What follows belongs to an exercise in optimizing a design on an open flow for small area, a short achievable clock period and few clock cycles; a production flow would make more cautious choices. Function was checked by simulation only, so behaviour that the tests miss may differ from the original. Power is estimated from default activity; no workload was simulated.

## flow/run.sh

```bash
#!/bin/bash
# synth_recipe.tcl (not shown) runs the flow's synth.tcl, then flattens the netlist and writes it again
# the make line also repeats each setting of config.mk as NAME=value (left out here)
make -C /OpenROAD-flow-scripts/flow DESIGN_CONFIG=/design/flow/config.mk WORK_HOME=/design/flow/orfs CLKGATE_MAP_FILE= SYNTH_SCRIPT=/design/flow/synth_recipe.tcl finish
```

## flow/config.mk

```make
export PLATFORM = sky130hd
export DESIGN_NAME = MIPS
export DESIGN_NICKNAME = MIPS
export VERILOG_FILES = /design/flow/design.v
export SDC_FILE = /design/flow/constraint.sdc
export NUM_CORES = 4
export LEC_CHECK = 0
export CAP_MARGIN = 70
export CORE_MARGIN = 2
export CORE_UTILIZATION = 40
export SLEW_MARGIN = 70
export SYNTH_HIERARCHICAL = 1
```

## flow/design.v

```verilog
module MIPS(clk, reset, imem_addr, imem_data, dmem_addr, dmem_wdata, dmem_we, dmem_rdata);
	input clk, reset;
	output [31:0] imem_addr;
	input [31:0] imem_data;
	output [31:0] dmem_addr, dmem_wdata;
	output dmem_we;
	input [31:0] dmem_rdata;
	reg [29:0] pc;
	reg [31:0] ir;
	reg        v;      
	assign imem_addr = {pc, 2'b00};
	wire [5:0] op = ir[31:26];
	wire [5:0] fn = ir[5:0];
	wire [4:0] rs = ir[25:21];
	wire [4:0] rt = ir[20:16];
	wire [4:0] rd = ir[15:11];
	wire [15:0] imm = ir[15:0];
	wire rtype  = (op == 6'b000000);
	wire i_add  = rtype & (fn == 6'b100000);
	wire i_sub  = rtype & (fn == 6'b100010);
	wire i_slt  = rtype & (fn == 6'b101010);
	wire i_jr   = rtype & (fn == 6'b001000);
	wire i_lw   = (op == 6'b100011);
	wire i_sw   = (op == 6'b101011);
	wire i_bne  = (op == 6'b000101);
	wire i_xori = (op == 6'b001110);
	wire i_j    = (op == 6'b000010);
	reg [31:0] m_res, m_wdata;
	reg [4:0]  m_rd;
	reg        m_we, m_ld;
	reg [31:0] rf [1:31];
	wire [31:0] wdec = 32'b1 << m_rd;      
	wire [31:0] rs_dec = 32'b1 << rs;
	wire [31:0] rt_dec = 32'b1 << rt;
	wire fwa = |(rs_dec[31:1] & wdec[31:1]);
	wire fwb = |(rt_dec[31:1] & wdec[31:1]);
	wire [31:0] sel_a = {rs_dec[31:1] & ~wdec[31:1], fwa};
	wire [31:0] sel_b = {rt_dec[31:1] & ~wdec[31:1], fwb};
	wire [31:0] src [0:31];
	assign src[0] = m_res;
	genvar g, h;
	generate
		for (g = 1; g < 32; g = g + 1) begin : srcs
			assign src[g] = rf[g];
		end
	endgenerate
	wire [31:0] a, b;
	generate
		for (h = 0; h < 32; h = h + 1) begin : rbit
			wire [10:0] ta, tb;
			for (g = 0; g < 10; g = g + 1) begin : grp
				aoi222 ua (.a0(src[3*g][h]), .s0(sel_a[3*g]), .a1(src[3*g+1][h]), .s1(sel_a[3*g+1]),
				           .a2(src[3*g+2][h]), .s2(sel_a[3*g+2]), .y(ta[g]));
				aoi222 ub (.a0(src[3*g][h]), .s0(sel_b[3*g]), .a1(src[3*g+1][h]), .s1(sel_b[3*g+1]),
				           .a2(src[3*g+2][h]), .s2(sel_b[3*g+2]), .y(tb[g]));
			end
			aoi222 ua (.a0(src[30][h]), .s0(sel_a[30]), .a1(src[31][h]), .s1(sel_a[31]),
			           .a2(1'b0), .s2(1'b0), .y(ta[10]));
			aoi222 ub (.a0(src[30][h]), .s0(sel_b[30]), .a1(src[31][h]), .s1(sel_b[31]),
			           .a2(1'b0), .s2(1'b0), .y(tb[10]));
			assign a[h] = ~&ta;
			assign b[h] = ~&tb;
		end
	endgenerate
	wire        use_imm = i_lw | i_sw;
	wire        do_sub  = i_sub | i_slt;
	wire [31:0] sext    = {{16{imm[15]}}, imm};
	wire [31:0] addb    = use_imm ? sext : (do_sub ? ~b : b);
	wire [31:0] sum     = a + addb + {31'b0, do_sub};
	wire        lt      = (a[31] ^ b[31]) ? a[31] : sum[31];
	wire [31:0] res     = i_xori ? (a ^ {16'b0, imm}) :
	                      i_slt  ? {31'b0, lt} : sum;
	wire        wr_reg  = v & (i_add | i_sub | i_slt | i_xori | i_lw);
	wire [4:0]  dst     = rtype ? rd : rt;
	wire        taken   = v & i_bne & (a != b);
	wire [29:0] pc_seq  = pc + 30'd1;
	wire [29:0] pc_br   = pc + {{14{imm[15]}}, imm};
	wire [29:0] pc_next = (v & i_j)  ? {pc[29:26], ir[25:0]} :
	                      (v & i_jr) ? a[31:2] :
	                      taken      ? pc_br : pc_seq;
	always @(posedge clk) begin
		if (reset) begin
			pc <= 30'd0;
			v  <= 1'b0;
			m_we <= 1'b0;
			m_rd <= 5'd0;
		end else begin
			pc <= pc_next;
			v  <= 1'b1;
			m_we <= v & i_sw;
			m_rd <= wr_reg ? dst : 5'd0;
		end
		ir <= imem_data;
		m_res <= res;
		m_wdata <= b;
		m_ld <= i_lw;
	end
	assign dmem_addr  = m_res;
	assign dmem_wdata = m_wdata;
	assign dmem_we    = m_we;
	wire [31:0] wdata = m_ld ? dmem_rdata : m_res;
	integer j;
	always @(posedge clk)
		for (j = 1; j < 32; j = j + 1)
			if (wdec[j]) rf[j] <= wdata;
endmodule
module aoi222(a0, s0, a1, s1, a2, s2, y);
	input a0, s0, a1, s1, a2, s2;
	output y;
	assign y = ~((a0 & s0) | (a1 & s1) | (a2 & s2));
endmodule
```

## flow/constraint.sdc

```tcl
create_clock -name core_clock -period 24.0 [get_ports {clk}]
set_input_delay 4.8000 -clock core_clock [delete_from_list [all_inputs] [get_ports {clk}]]
set_output_delay 4.8000 -clock core_clock [all_outputs]
set_load 0.01 [all_outputs]
```

==> run notes, run 1 <==
run status=timing/DRC/antenna clean; fmax=114 MHz; area delta synth->final=23.0%; Max IR drop VDD=0.0656 mV; die area=0.123 mm^2; ANT nets after route=0; startpoint types=flip-flop; Fin Setup TNS=0 ns; starting density of the core=40.2%; Vias/cell=7.08; TritonRoute pass-1 iters=14; Final period util=36.7%; num rows=127; Final GP Congestion=0.990; hpwl dp=125000 um; Tot GR Track Use=31.6%; Seq/Total Area, Yosys=67.7%; routed wire length=200000 um; Synth Instances=3200; CTS resizes=0; mux contribution to synthesized area=0.946%; hold buffers post-CTS=0; adder-cell share of the synthesized area=1.66%; max incr delay on CP=0.61 ns; area leader, netlist=edfxtp_1; clock sinks=1126; post-synthesis register bit count=1126; cell area after synthesis=0.0480 mm^2; commonest non-fill, non-tap cells in the layout=edfxtp_1 (992), a222oi_1 (704), clkdlybuf4s50_1 (166), nand4_1 (141), conb_1 (130); wire per inst=36.4 um; Yosys top cell area share=62.1%; total core area=0.119 mm^2; WP data required=24.67 ns; first-pass GRT wire length=275000 um; Slowest-stage cell, CP=clkdlybuf4s50_1; final hold violation count=0; Overflow after GRT=0; clock root buffer=clkbuf_16; total of max-cap violations=0; H-tree depth=3; vias=38.9k; DRC viols=0; port bufs=160; pin count of the biggest net entering global routing=46; Post-Synth Simple-Gate Area=7.39%; commonest non-fill, non-tap cell in the layout=edfxtp_1; fin. max-slew vios=0; First DRT Iteration DRCs=10.2k; vias in the first global route=36.8k; fraction of registers with async set/reset=0%; number of synthesized flops with an enable pin=992; leakage=19.3 nW; Main synth FF type=edfxtp_1; CTS tree=yes; Worst Path Arrival=9.48 ns; # IOs=163; worst-case clock skew=0.0491 ns; clock period minus worst slack=8.80 ns; clock latency at the later pin of the worst-skew pair=0.75 ns; largest family of logic cells by synthesized area=compound AO/OA/AOI/OAI gates; synth top area cells=edfxtp_1 (62%), a222oi_1 (15%), dfxtp_1 (5.6%); Setup crit end kind=flip-flop; post-synthesis compound-gate area fraction=18.8%; cts bufs inserted=115; Avg Cell Area, Syn=15.0 um^2; warnings from Yosys=9; clk buf depth=3; Vert. Die Dim=350 um; Synth Area in XOR/XNOR=2.32%; Die W=350 um; setup bufs post-CTS=0; NumNets Final=3912; Crit Path Class=flip-flop to flip-flop; final setup fails=0; RSZ-0062 raised after global routing=false; initial antenna violation count=2; fin area=0.0591 mm^2; Layout fillers=10.2k; CP max FO=34; clk slew on worst S/H paths=0.06 ns; Power Density=92.5 mW/mm^2; worst hold path class=flip-flop to flip-flop; layout cells sized above 1=16.2%; DP Area=0.0549 mm^2; Cell variety after synth=77
-- critical path: cells and delay by family, from the launching register on --
family	cells	cell delay, ns
XOR/XNOR	2	0.23
AO/OA/AOI/OAI	9	2.47
flip-flops	1	0.47
adder cells (fa/ha/maj)	1	0.35
buffers and inverters	4	1.38
AND/OR/NAND/NOR	14	3.82
-- Yosys stat by module (local to each module, per instance) --
module | cell area (um^2) | times used | cells
MIPS | 40900 | 1 | 2496
aoi222 | 10.0 | 704 | 1
-- power by group --
part	switching [mW]	internal, mW
clock	0.779	1.01
sequential	0.0830	2.44
combinational	0.779	0.369
total	1.64	3.82
-- per-layer routing --
layer  GRT usage, %  part of all wire, %
met4           19.7                  6.8
met2           47.0                   43
met3           8.81                   14
met1           40.9                   36
met5              0                    0
-- kinds of logic (layout without fill, tap and decap cells) --
| logic type | count (synthesis) | in the layout |
|---|---|---|
| AO/OA/AOI/OAI | 1003 | 1003 |
| adder cells (fa/ha/maj) | 62 | 62 |
| multiplexers | 41 | 41 |
| AND/OR/NAND/NOR | 688 | 688 |
| XOR/XNOR | 127 | 127 |
| other | 1 | 131 |
| buffers and inverters | 152 | 704 |
| flip-flops | 1126 | 1126 |
-- state kept, by name, indices dropped and copies added, names as in the netlist --
name	cells
rf	992
ir	32
m_res	32
m_wdata	32
pc	30
m_rd	5
m_ld	1
m_we	1
v	1
-- final timing paths --
| check | slack, ns | to | start | cells past startpoint |
|---|---|---|---|---|
| max | 15.20 | pc[29]$_SDFFE_PP0N_ | m_rd[0]$_SDFF_PP0_ | 30 |
| min | 0.53 | pc[7]$_SDFF_PP0_ | ir[7]$_DFF_P_ | 2 |
| max reg2reg | 15.20 | pc[29]$_SDFFE_PP0N_ | m_rd[0]$_SDFF_PP0_ | 30 |
| min reg2reg | 0.53 | pc[7]$_SDFF_PP0_ | ir[7]$_DFF_P_ | 2 |
-- synth_stat cells (4+ instances only) --
master / instances
a222oi_1: 704
o22ai_1: 17
ha_1: 59
nand2_1: 63
xor2_1: 52
mux2i_1: 6
nand3b_1: 5
a211oi_1: 25
a21oi_1: 85
and3_1: 7
or3_1: 7
nand4_1: 141
o31ai_1: 6
and4_1: 5
a21o_1: 15
nand2b_1: 15
inv_1: 86
a221oi_1: 4
nor2_1: 143
a31oi_1: 10
o211ai_1: 8
nand3_1: 73
mux2_2: 35
dfxtp_1: 134
nor2b_1: 6
buf_1: 12
nor4_1: 13
o21ai_0: 60
nor3_1: 170
o21ai_1: 4
and2_1: 20
clkbuf_1: 50
xnor2_1: 75
a2111oi_0: 5
edfxtp_1: 992
or2_2: 9
o21bai_1: 8
o21a_1: 10
-- metrics by stage --
step           cells  util (%)  total power [mW]  hold WS, ns  setup slack [ns]
6_report        5494      49.4              5.46        0.535             15.20
3_5_place_dp    5255      46.0              3.63        0.518             15.55
4_1_cts         5469      49.1              5.40        0.533             15.53
2_1_floorplan   3329         -              3.05        0.456             14.81
5_1_grt         5494      49.4              5.58        0.566             14.89
3_3_place_gp    5183      44.8              3.58        0.519             14.51
-- final cells by class --
class                           count  area (um^2)  area share [%]
Timing Repair Buffer              404         3940            6.67
Clock buffer                      151         3180            5.38
Inverter                           86          328           0.555
Sequential cell                  1126        32500            55.0
Multi-Input combinational cell   2051        16500            28.0
Tap cell                         1612         2020            3.42
Clock inverter                     63          552           0.934
Antenna cell                        1         2.50         0.00424
Testbench counts, summed over its fixed seeds: cycles 63,693.
==> run 2: changes to the inputs <==
--- a/flow/config.mk
+++ b/flow/config.mk
@@ -5,8 +5,8 @@
 export SDC_FILE = /design/flow/constraint.sdc
 export NUM_CORES = 4
 export LEC_CHECK = 0
-export CAP_MARGIN = 70
+export CAP_MARGIN = 20
 export CORE_MARGIN = 2
 export CORE_UTILIZATION = 40
-export SLEW_MARGIN = 70
+export SLEW_MARGIN = 20
 export SYNTH_HIERARCHICAL = 1
==> run 2 against run 1 <==
Effect of this change: still clean; area after synthesis unchanged; combinational power decreased by 7%; worst setup slack got worse by 1.1 ns; sequential share of layout area increased by 1.8 points; via count decreased by 1.6%; fmax decreased by 11%; largest cell class unchanged; largest power group unchanged.
==> run notes, run 2 <==
vias in the first global route=36.1k; final hold violation count=0; pin count of the biggest net entering global routing=46; starting density of the core=40.2%; RSZ-0062 raised after global routing=false; clock root buffer=clkbuf_16; fin. max-slew vios=0; top-count cell post-synth=edfxtp_1; CTS tree=yes; # IOs=163; First DRT Iteration DRCs=9616; commonest non-fill, non-tap cell in the layout=edfxtp_1; Buffers & Inverters on Critical Path=3; Worst-Margin Slew=1.13 ns; warnings from Yosys=9; Biggest register=rf; clk buf depth=3; number of synthesized flops with an enable pin=992; CP most frequent cell=buf_4; vias=38.3k; relative slew slack=24.4%; NumNets Final=3816; Total Power=5.34 mW; max incr delay on CP=0.88 ns; WHS=0.533 ns; Layout fillers=10.4k; clk slew on worst S/H paths=0.06 ns; fraction of registers with async set/reset=0%; Yosys top cell area share=62.1%; Post-Place Worst Slack=14.49 ns; cts bufs inserted=115; run status=timing/DRC/antenna clean; Vert. Die Dim=350 um; hold buffers post-CTS=0; commonest non-fill, non-tap cells in the layout=edfxtp_1 (992), a222oi_1 (704), clkdlybuf4s50_1 (160), buf_4 (148), nand4_1 (141); startpoint types=flip-flop; synth top area cells=edfxtp_1 (62%), a222oi_1 (15%), dfxtp_1 (5.6%); worst hold path class=flip-flop to flip-flop; number of flip-flops in the largest register=992; Synth Instances=3200; Cell variety after synth=77; Final period util=41.3%; total core area=0.119 mm^2; Die W=350 um; Seq/Total Area, Yosys=67.7%; Worst Path Arrival=10.58 ns; clock latency at the later pin of the worst-skew pair=0.75 ns; area leader, netlist=edfxtp_1; hpwl dp=123000 um; final setup fails=0; Crit Path Class=flip-flop to flip-flop; cell area after synthesis=0.0480 mm^2; Final GP Congestion=0.990; Fin Setup TNS=0 ns; H-tree depth=3; worst setup margin=14.09 ns; DRC viols=0; initial antenna violation count=7; post-synthesis register bit count=1126; TritonRoute pass-1 iters=15; Slowest-stage cell, CP=nor3_1; setup bufs post-CTS=0; total of max-cap violations=0; fmax=101 MHz; first-pass GRT wire length=271000 um; Power Density=93.4 mW/mm^2; leakage=18.5 nW; Avg Cell Area, Syn=15.0 um^2; layout cells sized above 1=12.2%; worst-case clock skew=0.0557 ns; Max IR drop VDD=0.0614 mV; CP top delay family=simple AND/OR/NAND/NOR gates; Overflow after GRT=0; Main synth FF type=edfxtp_1; port bufs=160; clock sinks=1126; routed wire length=197000 um; clock period minus worst slack=9.91 ns; Setup crit end kind=flip-flop; CP max FO=35; Tot GR Track Use=31.2%; Vias/cell=7.08; WP data required=24.67 ns; wire per inst=36.5 um; num rows=127; CTS resizes=0; die area=0.123 mm^2; area delta synth->final=19.1%; ANT nets after route=0; commonest cells in the netlist=edfxtp_1 (992), a222oi_1 (704), nor3_1 (170), nor2_1 (143), nand4_1 (141)
## run 2: cell count changes in the layout (fill, tap and decap cells not counted), moves of 29 or more
cell    before  now
buf_4      103  148
mux2_2       3   35
buf_6       39    0
mux2_4      30    0
nor3_1      76  105
buf_2       30    0
## run 2: stage by stage
step | area (um^2) | cells | util [%]
3_3_place_gp | 53500 | 5183 | 44.8
4_1_cts | 57100 | 5400 | 47.8
3_5_place_dp | 53500 | 5183 | 44.8
2_1_floorplan | 48500 | 3329 | -
5_1_grt | 57200 | 5401 | 47.8
6_report | 57200 | 5404 | 47.8
## run 2: cell families (layout without fill, tap and decap cells)
group / after synthesis / in the layout / synth area share (%)
other: 1 / 134 / 0.00781
muxes: 41 / 41 / 0.946
buffers and inverters: 152 / 611 / 1.21
and+or+nand+nor: 688 / 688 / 7.39
AOI/OAI and AO/OA: 1003 / 1003 / 18.8
adders and majority gates: 62 / 62 / 1.66
xor gates and xnor gates: 127 / 127 / 2.32
DFF: 1126 / 1126 / 67.7
## run 2: worst paths after layout
kind	slack [ns]	depth (start not counted)	start	end
max	14.09	32	m_rd[3]$_SDFF_PP0_	pc[29]$_SDFFE_PP0N_
min	0.53	2	ir[7]$_DFF_P_	pc[7]$_SDFF_PP0_
max reg2reg	14.09	32	m_rd[3]$_SDFF_PP0_	pc[29]$_SDFFE_PP0N_
min reg2reg	0.53	2	ir[7]$_DFF_P_	pc[7]$_SDFF_PP0_
## run 2: final cells by class
| type | instances | area (um^2) | area share, % |
|---|---|---|---|
| Antenna cell | 4 | 10.0 | 0.0175 |
| Clock buffer | 157 | 3170 | 5.54 |
| Tap cell | 1612 | 2020 | 3.53 |
| Clock inverter | 60 | 465 | 0.814 |
| Inverter | 86 | 323 | 0.565 |
| Timing Repair Buffer | 308 | 2710 | 4.75 |
| Multi-Input combinational cell | 2051 | 16000 | 28.0 |
| Sequential cell | 1126 | 32500 | 56.8 |
## run 2: power breakdown
part	switching, mW	internal (mW)
logic	0.758	0.317
clock network	0.769	0.977
registers	0.0800	2.44
total	1.61	3.73
## run 2: per-module statistics from Yosys (local to each module, per instance)
module	times used	cells	cell area, um^2
MIPS	1	2496	40900
aoi222	704	1	10.0
## run 2: layer usage
metal  vias up  GRT usage (%)  wire (um)
met5         -          0.785        165
met4         6           19.3      13600
met3       548           8.03      27600
met2      3322           46.7      85400
met1     18900           40.5      70600
li1      15500              -          -
## run 2: worst min-delay path: stages, from the launching register on
cell and delay, ns:
dfxtp_1 0.36, nand2_1 0.07, a21oi_1 0.05

==> port drivers added, routing unchanged <==
How much do the figures lean on ideal ports? The routed layouts below were timed once more, with nothing changed but the port constraints. Step 1: set_driving_cell puts a clkbuf_16 on clk and a buf_2 on each other input, an assumption about the parent block. Step 2 moves the port delays by t, midway between the first and last clock arrival at a register: inputs arrive t later, outputs are due t later. That takes back most of the time a late clock gives input paths. Slacks: no drivers / after step 1 / after step 2; pairs: no drivers / after step 1.
| run | t (ns) | setup WS [ns] | pins driven straight from the clock port |
|---|---|---|---|
| run 1 | 0.801 | 15.196 / 15.196 / 15.196 | 1 |
| run 2 | 0.797 | 14.090 / 14.090 / 14.090 | 1 |
After both steps every run listed still meets setup and hold.
